This design comes from an exercise in tuning for small area, a short achievable clock period and few clock cycles on the open sky130 flow, not from production work. In this exercise RTL edits were held to simulation tests only and were not proved equivalent to the original. The clock input has no modelled driver; a real chip could not lean on it and would need a root buffer or a full tree. No activity file was given, so power comes from the tool's default toggle rates.

==> flow/design.v (excerpt) <==
module day3_part2_top( clk, rst, rom_addr, rom_data, sum, done );
    input clk;
    input rst;
    output [13:0] rom_addr;
    input [7:0] rom_data;
    output [31:0] sum;
    output done;
    reg [13:0] addr;
    reg        rst_q;       
    reg [5:0]  d;           
    reg        pz;          
    reg [1:0]  line;        
    reg [52:1] seen1;
    reg [52:1] seen2;
    reg        keep1a;      
    reg        keep1b;      
    reg        keep2a;      
    reg        keep2b;      
    reg [5:0]  badge;
    reg        add;         
    reg [5:0]  sum_lo;
    reg        carry;
    reg [11:0] sum_hi;
    reg        fin;         
    reg        int_done;
    wire zero = (d == 6'd0);
    wire eol = zero & ~pz;                        
    wire last = eol & (line == 2'd2);             
    wire [63:0] onehot = 64'd1 << d;
    wire [52:1] hit = onehot[52:1];
    wire [52:1] keep1 = {{26{keep1b}}, {26{keep1a}}};
  ...
Size in the first run: roughly 610 cells after synthesis, roughly 160 flip-flops, roughly 57 I/O pins.
clock: 4.0 ns
lec_check: 0
abc_clock_period_in_ps: 1650
cap_margin: 20
core_margin: 2
core_utilization: 40
setup_slack_margin: 2.35
slew_margin: 20
standard.sh (not shown) runs the stock make flow with config.mk's settings and CLKGATE_MAP_FILE= SYNTH_SCRIPT=/design/flow/synth_recipe.tcl, a recipe that flattens the netlist after the stock synthesis.
==> flow/flow/run.sh <==
#!/bin/bash
# The standard layout, except that the clock tree is built by
# flow/mycts.tcl (run as ORFS's PRE_CTS_TCL hook, which then skips
# clock_tree_synthesis): the clock port drives one root clkbuf per column of
# leaf clkbufs, each leaf drives one equal-count grid cluster of flip-flops.
set -euo pipefail
export PRE_CTS_TCL=$PWD/flow/mycts.tcl
export MYCTS_COLS=4
export MYCTS_ROWS=2
export MYCTS_ROOT=sky130_fd_sc_hd__clkbuf_16
export MYCTS_LEAF=sky130_fd_sc_hd__clkbuf_16
export MYCTS_OUTBUF=sky130_fd_sc_hd__buf_2
bash standard.sh > standard.log 2>&1
==> flow/flow/mycts.tcl <==
# Clock tree: the clock port drives one root clkbuf, which drives NLEAF leaf
# clkbufs; each leaf drives the clock pins of one cluster of flip-flops. The
# clusters split the flip-flops into a grid of equal-count regions, so every
# flip-flop sees the same two buffer levels. Replaces clock_tree_synthesis.
set nleaf_cols [expr {[info exists ::env(MYCTS_COLS)] ? $::env(MYCTS_COLS) : 2}]
set nleaf_rows [expr {[info exists ::env(MYCTS_ROWS)] ? $::env(MYCTS_ROWS) : 4}]
set root_master_name [expr {[info exists ::env(MYCTS_ROOT)] ? $::env(MYCTS_ROOT) : "sky130_fd_sc_hd__clkbuf_16"}]
set leaf_master_name [expr {[info exists ::env(MYCTS_LEAF)] ? $::env(MYCTS_LEAF) : "sky130_fd_sc_hd__clkbuf_16"}]

set db [ord::get_db]
set block [ord::get_db_block]
set clk_net [$block findNet clk]
set leaf_master [$db findMaster $leaf_master_name]

# flip-flop clock pins on the clock net
set sinks {}
foreach it [$clk_net getITerms] {
  set inst [$it getInst]
  set loc [$inst getLocation]
  set m [$inst getMaster]
  set x [expr {[lindex $loc 0] + [$m getWidth] / 2}]
  set y [expr {[lindex $loc 1] + [$m getHeight] / 2}]
  lappend sinks [list $x $y $it]
}
set n [llength $sinks]
puts "mycts: $n clock sinks, $nleaf_cols x $nleaf_rows leaves"

# grid partition with equal counts: columns by x, then rows by y
set sinks [lsort -integer -index 0 $sinks]
set clusters {}
for {set c 0} {$c < $nleaf_cols} {incr c} {
  set lo [expr {($c * $n) / $nleaf_cols}]
  set hi [expr {(($c + 1) * $n) / $nleaf_cols - 1}]
  set col [lsort -integer -index 1 [lrange $sinks $lo $hi]]
  set m [llength $col]
  for {set r 0} {$r < $nleaf_rows} {incr r} {
    set lo2 [expr {($r * $m) / $nleaf_rows}]
    set hi2 [expr {(($r + 1) * $m) / $nleaf_rows - 1}]
    lappend clusters [lrange $col $lo2 $hi2]
  }
}

proc centroid {pts} {
  set sx 0; set sy 0
  foreach p $pts { set sx [expr {$sx + [lindex $p 0]}]; set sy [expr {$sy + [lindex $p 1]}] }
  set k [llength $pts]
  return [list [expr {$sx / $k}] [expr {$sy / $k}]]
}

proc place_at {inst x y} {
  set m [$inst getMaster]
  set x0 [expr {$x - [$m getWidth] / 2}]
  set y0 [expr {$y - [$m getHeight] / 2}]
  $inst setLocation [expr {int($x0)}] [expr {int($y0)}]
  $inst setPlacementStatus PLACED
}

set leaf_pos {}
foreach cl $clusters { lappend leaf_pos [centroid $cl] }
set root_nets {}
for {set c 0} {$c < $nleaf_cols} {incr c} {
  if {$root_master_name eq "none"} {
    lappend root_nets $clk_net
    continue
  }
  set rp [centroid [lrange $leaf_pos [expr {$c * $nleaf_rows}] [expr {($c + 1) * $nleaf_rows - 1}]]]
  set root [odb::dbInst_create $block [$db findMaster $root_master_name] "mycts_root_$c"]
  place_at $root [lindex $rp 0] [lindex $rp 1]
  set rnet [odb::dbNet_create $block "mycts_root_net_$c"]
  $rnet setSigType CLOCK
  [$root findITerm A] connect $clk_net
  [$root findITerm X] connect $rnet
  lappend root_nets $rnet
}

set i 0
foreach cl $clusters pos $leaf_pos {
  set leaf [odb::dbInst_create $block $leaf_master "mycts_leaf_$i"]
  place_at $leaf [lindex $pos 0] [lindex $pos 1]
  set net [odb::dbNet_create $block "mycts_net_$i"]
  $net setSigType CLOCK
  [$leaf findITerm A] connect [lindex $root_nets [expr {$i / $nleaf_rows}]]
  [$leaf findITerm X] connect $net
  foreach p $cl {
    set it [lindex $p 2]
    $it disconnect
    $it connect $net
  }
  puts "mycts: leaf $i at $pos drives [llength $cl] sinks"
  incr i
}
$clk_net setSigType CLOCK

set_propagated_clock [all_clocks]

# the tree is built: make the flow's CTS call a no-op
rename clock_tree_synthesis orig_clock_tree_synthesis
proc clock_tree_synthesis {args} { puts "mycts: clock_tree_synthesis skipped" }

# Output ports: the flow's port buffers are slow delay cells; use buf_2.
if {[info exists ::env(MYCTS_OUTBUF)] && $::env(MYCTS_OUTBUF) ne ""} {
  foreach port [all_outputs] {
    set net [get_nets [get_full_name $port]]
    foreach pin [get_pins -of_objects $net -filter "direction == output"] {
      set inst [get_cells -of_objects $pin]
      set cell [get_property $inst ref_name]
      if {[string match "sky130_fd_sc_hd__*buf*" $cell] || [string match "sky130_fd_sc_hd__dly*" $cell]} {
        replace_cell [get_property $inst full_name] $::env(MYCTS_OUTBUF)
      }
    }
  }
}
Testbench counts at the start, summed over its fixed seeds: cycles 164,571.
Edit:
--- a/flow/flow/run.sh
+++ b/flow/flow/run.sh
@@ -12,0 +13 @@
+export SETUP_MOVE_SEQUENCE=unbuffer,sizeup,swap
Result: Power barely changes; utilization falls by 0.50 points; wire length drops by 1.2%; register-to-register slack loses 0.09 ns; sequential cell count is unchanged; hold slack is about the same; cell area shrinks by about 1.1%; via count drops by 0.53%; fmax goes up by 0.83%.
Edit:
--- a/flow/flow/run.sh
+++ b/flow/flow/run.sh
@@ -12,2 +11,0 @@
-export MYCTS_OUTBUF=sky130_fd_sc_hd__buf_2
-export SETUP_MOVE_SEQUENCE=unbuffer,sizeup,swap
--- a/flow/flow/mycts.tcl
+++ b/flow/flow/mycts.tcl
@@ -99,14 +98,0 @@
-
-# Output ports: the flow's port buffers are slow delay cells; use buf_2.
-if {[info exists ::env(MYCTS_OUTBUF)] && $::env(MYCTS_OUTBUF) ne ""} {
-  foreach port [all_outputs] {
-    set net [get_nets [get_full_name $port]]
-    foreach pin [get_pins -of_objects $net -filter "direction == output"] {
-      set inst [get_cells -of_objects $pin]
-      set cell [get_property $inst ref_name]
-      if {[string match "sky130_fd_sc_hd__*buf*" $cell] || [string match "sky130_fd_sc_hd__dly*" $cell]} {
-        replace_cell [get_property $inst full_name] $::env(MYCTS_OUTBUF)
-      }
-    }
-  }
-}
Outcome: Die area stays the same. Final area climbs by a few percent. Synthesized area stays the same. Routed wire length climbs by a few percent. Total power is about the same. Via count climbs by a few percent. Global-route usage grows by 0.29 points. Setup slack gets worse by 0.013 ns.
In every run of this note, the design's own scripts or RTL, not TritonCTS, make the clock network.

* * *

Another version of the RTL of day3_part2_top (not shown whole).
Size in the first run: ~840 cells after synthesis, ~170 flip-flops, ~57 I/O pins, roughly 6800 sq um of cells after synthesis.
Settings: LEC_CHECK=0, ABC_AREA=1, ABC_CLOCK_PERIOD_IN_PS=1550, CAP_MARGIN=20, CORE_MARGIN=2, CORE_UTILIZATION=40, SETUP_SLACK_MARGIN=2.38, SLEW_MARGIN=20; clock period 4.0 ns.
==> flow/flow/run.sh <==
#!/bin/bash
# The standard layout, except that the clock tree is built by
# flow/mycts.tcl (run as ORFS's PRE_CTS_TCL hook, which then skips
# clock_tree_synthesis): the clock port drives one root clkbuf per column of
# leaf clkbufs, each leaf drives one equal-count grid cluster of flip-flops.
set -euo pipefail
export PRE_CTS_TCL=$PWD/flow/mycts.tcl
export MYCTS_COLS=4
export MYCTS_ROWS=2
export MYCTS_ROOT=sky130_fd_sc_hd__clkbuf_16
export MYCTS_LEAF=sky130_fd_sc_hd__clkbuf_16
export MYCTS_OUTBUF=sky130_fd_sc_hd__buf_2
export SETUP_MOVE_SEQUENCE=unbuffer,sizeup,swap
bash standard.sh > standard.log 2>&1
Other scripts of this flow, unchanged in this note and not shown: flow/flow/mycts.tcl
Testbench counts at the start, summed over its fixed seeds: cycles 164,595.
Next try:
- ABC_AREA: 1 -> unset
- SETUP_SLACK_MARGIN: 2.38 -> 2.45
Effect: Final cell count falls by 18%; total power fell by 3.1%; die area shrinks by 6.1%; worst setup slack got worse by 0.010 ns.
Next try:
- ABC_CLOCK_PERIOD_IN_PS: 1550 -> 1600
- SETUP_SLACK_MARGIN: 2.45 -> 2.3
Power went up by 0.56%.
Worst hold slack is about the same.
Clock power stays flat.
Worst setup slack got worse by 0.049 ns.
Flip-flop and latch count does not change.
Next try:
- ABC_CLOCK_PERIOD_IN_PS: 1600 -> 1750
- SETUP_SLACK_MARGIN: 2.3 -> 2.4
Outcome:
- The new run ran to the end with no violations
- power stays flat
- setup slack improves by 0.054 ns
- synthesized area is unchanged
In every run of this note, the design's own scripts or RTL, not TritonCTS, make the clock network.

[re-timing with driven ports]
The results above use ideal ports. As a check the final layouts listed here were re-extracted and re-timed, cells and wires unchanged. Step 1 sets driving cells, clkbuf_16 on the clock port and buf_2 on the other inputs (assumed; they add their load-dependent delay and slew). Step 2 adds t to the input delays and takes it off the output delays; t is the mean of the earliest and latest rising clock arrival at the registers after step 1. Input paths then give back, and output paths get back, about the clock's delay inside the block. a / b / c = ideal / step 1 / step 2; a / b = the first two.
| run | shift t [ns] | setup WS [ns] | cell pins on the clock port's net |
|---|---|---|---|
| the first run of note 1 | 0.364 | 2.304 / 2.221 / 2.405 | 4 |
| the second run of note 1 | 0.364 | 2.318 / 2.306 / 2.318 | 4 |
| the third run of note 1 | 0.363 | 2.304 / 2.221 / 2.382 | 4 |
| the first run of note 2 | 0.364 | 2.405 / 2.320 / 2.259 | 4 |
| the second run of note 2 | 0.351 | 2.394 / 2.320 / 2.268 | 4 |
| the third run of note 2 | 0.354 | 2.345 / 2.267 / 2.250 | 4 |
| the fourth run of note 2 | 0.357 | 2.399 / 2.323 / 2.229 | 4 |
After both steps every run listed still meets setup and hold. The setup slack of the fourth run of note 2, which loses most, moves by -0.076 ns with the drivers and by -0.170 ns with both steps.
